Context: an optimization exercise on an open-source flow, tuned for small area, a short achievable clock period and few clock cycles. The choices shown serve that exercise and are no tape-out recipe. Only simulation tests tie the RTL to the original design; equivalence was not proved.

==> garnet <==
// frigate_cpu
module frigate_cpu (
	input  wire        clk,
	input  wire        rst_n,
	output wire [31:0] i_haddr,
	output wire [1:0]  i_htrans,
	output wire [2:0]  i_hsize,
	output wire [3:0]  i_hprot,
	input  wire        i_hready,
	input  wire [31:0] i_hrdata,
	output wire [31:0] d_haddr,
	output wire        d_hwrite,
	output wire [1:0]  d_htrans,
	output wire [2:0]  d_hsize,
	output wire [3:0]  d_hprot,
	output wire        d_hexcl,
	input  wire        d_hready,
	input  wire        d_hexokay,
	output wire [31:0] d_hwdata,
	input  wire [31:0] d_hrdata
);
==> flow/config.mk <==
export PLATFORM = sky130hd
export DESIGN_NAME = frigate_cpu
export DESIGN_NICKNAME = frigate_cpu
export VERILOG_FILES = /design/flow/design.v
export SDC_FILE = /design/flow/constraint.sdc
export NUM_CORES = 8
export LEC_CHECK = 0
export CAP_MARGIN = 20
export CORE_MARGIN = 2
export CORE_UTILIZATION = 40
export SLEW_MARGIN = 20
==> flow/constraint.sdc <==
create_clock -name core_clock -period 20.0 [get_ports {clk}]
set_input_delay 4.0000 -clock core_clock [delete_from_list [all_inputs] [get_ports {clk}]]
set_output_delay 4.0000 -clock core_clock [all_outputs]
set_load 0.01 [all_outputs]
standard.sh (not shown) runs the stock make flow with config.mk's settings and CLKGATE_MAP_FILE= SYNTH_SCRIPT=/design/flow/synth_recipe.tcl, a recipe that flattens the netlist after the stock synthesis.
==> flow/flow/run.sh <==
#!/bin/bash
set -euo pipefail
MARGIN=12
bash standard.sh synth > synth.log 2>&1
bash standard.sh SETUP_SLACK_MARGIN=$MARGIN finish > layout.log 2>&1

drv_ok() {
	python3 - "$1" <<'PY'
import json, sys
r = json.load(open(sys.argv[1]))
bad = r.get("finish__timing__drv__max_slew", 0) or r.get("finish__timing__drv__max_cap", 0)
sys.exit(1 if bad else 0)
PY
}

REPORT=orfs/logs/sky130hd/frigate_cpu/base/6_report.json
n=1
for density in 0.64 0.56; do
	if drv_ok $REPORT; then
		break
	fi
	n=$((n + 1))
	bash standard.sh clean_floorplan clean_place clean_cts clean_route clean_finish > clean$n.log 2>&1
	bash standard.sh SETUP_SLACK_MARGIN=$MARGIN PLACE_DENSITY=$density finish > layout$n.log 2>&1
done
==> inputs of willow, as changes to garnet <==
--- a/flow/design.v
+++ b/flow/design.v
@@ -587,32 +587,31 @@
 localparam M_OP_REMU   = 3'h7;
 wire cmp_is_unsigned = aluop[2];  
 localparam L = $clog2(W_DATA);
 wire [W_DATA-1:0] ca = {op_a[W_DATA-1] ^ !cmp_is_unsigned, op_a[W_DATA-2:0]};
 wire [W_DATA-1:0] cb = {op_b[W_DATA-1] ^ !cmp_is_unsigned, op_b[W_DATA-2:0]};
 wire [(L+1)*W_DATA-1:0] t_lt;
-wire [(L+1)*W_DATA-1:0] t_gt;
+wire [(L+1)*W_DATA-1:0] t_eq;
 assign t_lt[0 +: W_DATA] = ~ca & cb;
-assign t_gt[0 +: W_DATA] = ca & ~cb;
+assign t_eq[0 +: W_DATA] = ~(ca ^ cb);
 genvar lv, i;
 generate
 for (lv = 0; lv < L; lv = lv + 1) begin: level
 	for (i = 0; i < (W_DATA >> (lv + 1)); i = i + 1) begin: node
 		assign t_lt[(lv + 1) * W_DATA + i] = t_lt[lv * W_DATA + 2 * i + 1] |
-			(!t_gt[lv * W_DATA + 2 * i + 1] & t_lt[lv * W_DATA + 2 * i]);
-		assign t_gt[(lv + 1) * W_DATA + i] = t_gt[lv * W_DATA + 2 * i + 1] |
-			(!t_lt[lv * W_DATA + 2 * i + 1] & t_gt[lv * W_DATA + 2 * i]);
+			(t_eq[lv * W_DATA + 2 * i + 1] & t_lt[lv * W_DATA + 2 * i]);
+		assign t_eq[(lv + 1) * W_DATA + i] = t_eq[lv * W_DATA + 2 * i + 1] & t_eq[lv * W_DATA + 2 * i];
 	end
 	for (i = (W_DATA >> (lv + 1)); i < W_DATA; i = i + 1) begin: unused
 		assign t_lt[(lv + 1) * W_DATA + i] = 1'b0;
-		assign t_gt[(lv + 1) * W_DATA + i] = 1'b0;
+		assign t_eq[(lv + 1) * W_DATA + i] = 1'b0;
 	end
 end
 endgenerate
 wire lt = t_lt[L * W_DATA];
-wire ne = t_lt[L * W_DATA] | t_gt[L * W_DATA];
+wire ne = !t_eq[L * W_DATA];
 assign cmp = aluop[0] ? ne : lt;
 endmodule
 `default_nettype wire
 `default_nettype none
 module hazard3_core #(
 parameter RESET_VECTOR        = 32'h00000040,
@@ -1600,20 +1599,16 @@
 		.op_b  (x_rs2_bypass),
 		.cmp   (x_branch_cmp_noinvert)
 	);
 end
 endgenerate
 wire x_is_jal = d_branchcond == BCOND_ALWAYS && !d_addr_is_regoffs && !d_partial_predicted_branch;
-wire x_take_if_cmp  = d_branchcond == BCOND_ZERO && x_branch_was_predicted ||
-                      d_branchcond == BCOND_NZERO && !x_branch_was_predicted;
-wire x_take_if_ncmp = d_branchcond == BCOND_ZERO && !x_branch_was_predicted ||
-                      d_branchcond == BCOND_NZERO && x_branch_was_predicted;
 wire x_jump_req_unchecked = !x_stall_on_raw && (
 	d_branchcond == BCOND_ALWAYS && !(x_branch_was_predicted && x_is_jal) ||
-	x_take_if_cmp && x_branch_cmp_noinvert ||
-	x_take_if_ncmp && !x_branch_cmp_noinvert
+	d_branchcond == BCOND_ZERO && !x_branch_cmp ||
+	d_branchcond == BCOND_NZERO && x_branch_cmp
 );
 assign x_jump_req = x_jump_req_unchecked && !x_jump_misaligned && !x_exec_pmp_fail && !x_trig_break;
 assign x_btb_set = |BRANCH_PREDICTOR && (
 	x_jump_req_unchecked && !x_branch_was_predicted && (
 		d_addr_offs[W_ADDR - 1] && (d_branchcond == BCOND_NZERO || d_branchcond == BCOND_ZERO) ||
 		x_is_jal
--- a/flow/flow/run.sh
+++ b/flow/flow/run.sh
@@ -1,9 +1,9 @@
 #!/bin/bash
 set -euo pipefail
-MARGIN=12
+MARGIN=10
 bash standard.sh synth > synth.log 2>&1
 bash standard.sh SETUP_SLACK_MARGIN=$MARGIN finish > layout.log 2>&1
 
 drv_ok() {
 	python3 - "$1" <<'PY'
 import json, sys
==> inputs of indigo, as changes to garnet <==
--- a/flow/design.v
+++ b/flow/design.v
@@ -587,32 +587,31 @@
 localparam M_OP_REMU   = 3'h7;
 wire cmp_is_unsigned = aluop[2];  
 localparam L = $clog2(W_DATA);
 wire [W_DATA-1:0] ca = {op_a[W_DATA-1] ^ !cmp_is_unsigned, op_a[W_DATA-2:0]};
 wire [W_DATA-1:0] cb = {op_b[W_DATA-1] ^ !cmp_is_unsigned, op_b[W_DATA-2:0]};
 wire [(L+1)*W_DATA-1:0] t_lt;
-wire [(L+1)*W_DATA-1:0] t_gt;
+wire [(L+1)*W_DATA-1:0] t_eq;
 assign t_lt[0 +: W_DATA] = ~ca & cb;
-assign t_gt[0 +: W_DATA] = ca & ~cb;
+assign t_eq[0 +: W_DATA] = ~(ca ^ cb);
 genvar lv, i;
 generate
 for (lv = 0; lv < L; lv = lv + 1) begin: level
 	for (i = 0; i < (W_DATA >> (lv + 1)); i = i + 1) begin: node
 		assign t_lt[(lv + 1) * W_DATA + i] = t_lt[lv * W_DATA + 2 * i + 1] |
-			(!t_gt[lv * W_DATA + 2 * i + 1] & t_lt[lv * W_DATA + 2 * i]);
-		assign t_gt[(lv + 1) * W_DATA + i] = t_gt[lv * W_DATA + 2 * i + 1] |
-			(!t_lt[lv * W_DATA + 2 * i + 1] & t_gt[lv * W_DATA + 2 * i]);
+			(t_eq[lv * W_DATA + 2 * i + 1] & t_lt[lv * W_DATA + 2 * i]);
+		assign t_eq[(lv + 1) * W_DATA + i] = t_eq[lv * W_DATA + 2 * i + 1] & t_eq[lv * W_DATA + 2 * i];
 	end
 	for (i = (W_DATA >> (lv + 1)); i < W_DATA; i = i + 1) begin: unused
 		assign t_lt[(lv + 1) * W_DATA + i] = 1'b0;
-		assign t_gt[(lv + 1) * W_DATA + i] = 1'b0;
+		assign t_eq[(lv + 1) * W_DATA + i] = 1'b0;
 	end
 end
 endgenerate
 wire lt = t_lt[L * W_DATA];
-wire ne = t_lt[L * W_DATA] | t_gt[L * W_DATA];
+wire ne = !t_eq[L * W_DATA];
 assign cmp = aluop[0] ? ne : lt;
 endmodule
 `default_nettype wire
 `default_nettype none
 module hazard3_core #(
 parameter RESET_VECTOR        = 32'h00000040,
@@ -1600,20 +1599,16 @@
 		.op_b  (x_rs2_bypass),
 		.cmp   (x_branch_cmp_noinvert)
 	);
 end
 endgenerate
 wire x_is_jal = d_branchcond == BCOND_ALWAYS && !d_addr_is_regoffs && !d_partial_predicted_branch;
-wire x_take_if_cmp  = d_branchcond == BCOND_ZERO && x_branch_was_predicted ||
-                      d_branchcond == BCOND_NZERO && !x_branch_was_predicted;
-wire x_take_if_ncmp = d_branchcond == BCOND_ZERO && !x_branch_was_predicted ||
-                      d_branchcond == BCOND_NZERO && x_branch_was_predicted;
 wire x_jump_req_unchecked = !x_stall_on_raw && (
 	d_branchcond == BCOND_ALWAYS && !(x_branch_was_predicted && x_is_jal) ||
-	x_take_if_cmp && x_branch_cmp_noinvert ||
-	x_take_if_ncmp && !x_branch_cmp_noinvert
+	d_branchcond == BCOND_ZERO && !x_branch_cmp ||
+	d_branchcond == BCOND_NZERO && x_branch_cmp
 );
 assign x_jump_req = x_jump_req_unchecked && !x_jump_misaligned && !x_exec_pmp_fail && !x_trig_break;
 assign x_btb_set = |BRANCH_PREDICTOR && (
 	x_jump_req_unchecked && !x_branch_was_predicted && (
 		d_addr_offs[W_ADDR - 1] && (d_branchcond == BCOND_NZERO || d_branchcond == BCOND_ZERO) ||
 		x_is_jal
==> flow/flow/run.sh (replaced) <==
#!/bin/bash
set -euo pipefail
bash standard.sh synth > synth.log 2>&1
bash standard.sh SETUP_SLACK_MARGIN=11 finish > layout.log 2>&1
CORE_UTILIZATION = 50   (was 40)
==> results.toml <==
[run_status]
status = "failed layout checks"
so_faults = "capacitance limit, slew limit"

[layout]
final_common_cell = "nand2_1"

[synth]
synth_seq_area_share_pct = 40.19

[timing]
slew_violations = 2

[job]
drv_cap = 1

[die]
die_height_um = 536.4
That was indigo.
==> results.toml <==
[run_status]
status = "finished clean"

[timing]
slew_violations = 0

[grt]
gr-max-usage-layer = "met2"

[synth]
synth_seq_area_share_pct = 38.40
synthFlopType = "edfxtp_1"

[layout]
final_common_cell = "nand3_1"

[job]
drv_cap = 0
That was garnet.
==> results.toml <==
[run_status]
status = "finished clean"

[timing]
slew_violations = 0

[synth]
synth_seq_area_share_pct = 40.19

[job]
drv_cap = 0
That was willow.
Testbench counts of garnet, summed over its fixed seeds: cycles 609,054.
Testbench counts of willow, summed over its fixed seeds: cycles 609,054.
Testbench counts of indigo, summed over its fixed seeds: cycles 609,054.

==> separate check: timing with driven ports <==
The results above use ideal ports. As a check the final layouts listed here were re-extracted and re-timed, cells and wires unchanged. Step 1 assumes that a clkbuf_16 drives the clock port and a buf_2 every other input. Step 2, shift: input delay + t, output delay - t, t = (earliest + latest rising clock arrival at the registers) / 2. This alone moves slack from input paths to output paths. Slacks: ideal / step 1 / step 2; pairs: ideal / step 1.
| run | t, ns | setup WS [ns] | worst setup path at the end | slew at the worst register clock pin (ns) |
|---|---|---|---|---|
| garnet | 1.107 | 9.874 / 9.747 / 10.714 | input to register | 0.08 / 0.08 |
| willow | 1.059 | 9.963 / 9.849 / 9.223 | input to register | 0.09 / 0.09 |
| indigo | 1.041 | 10.187 / 10.093 / 10.046 | input to register | 0.07 / 0.07 |
The setup slack of willow, which loses most, moves by -0.114 ns with the drivers and by -0.740 ns with both steps.
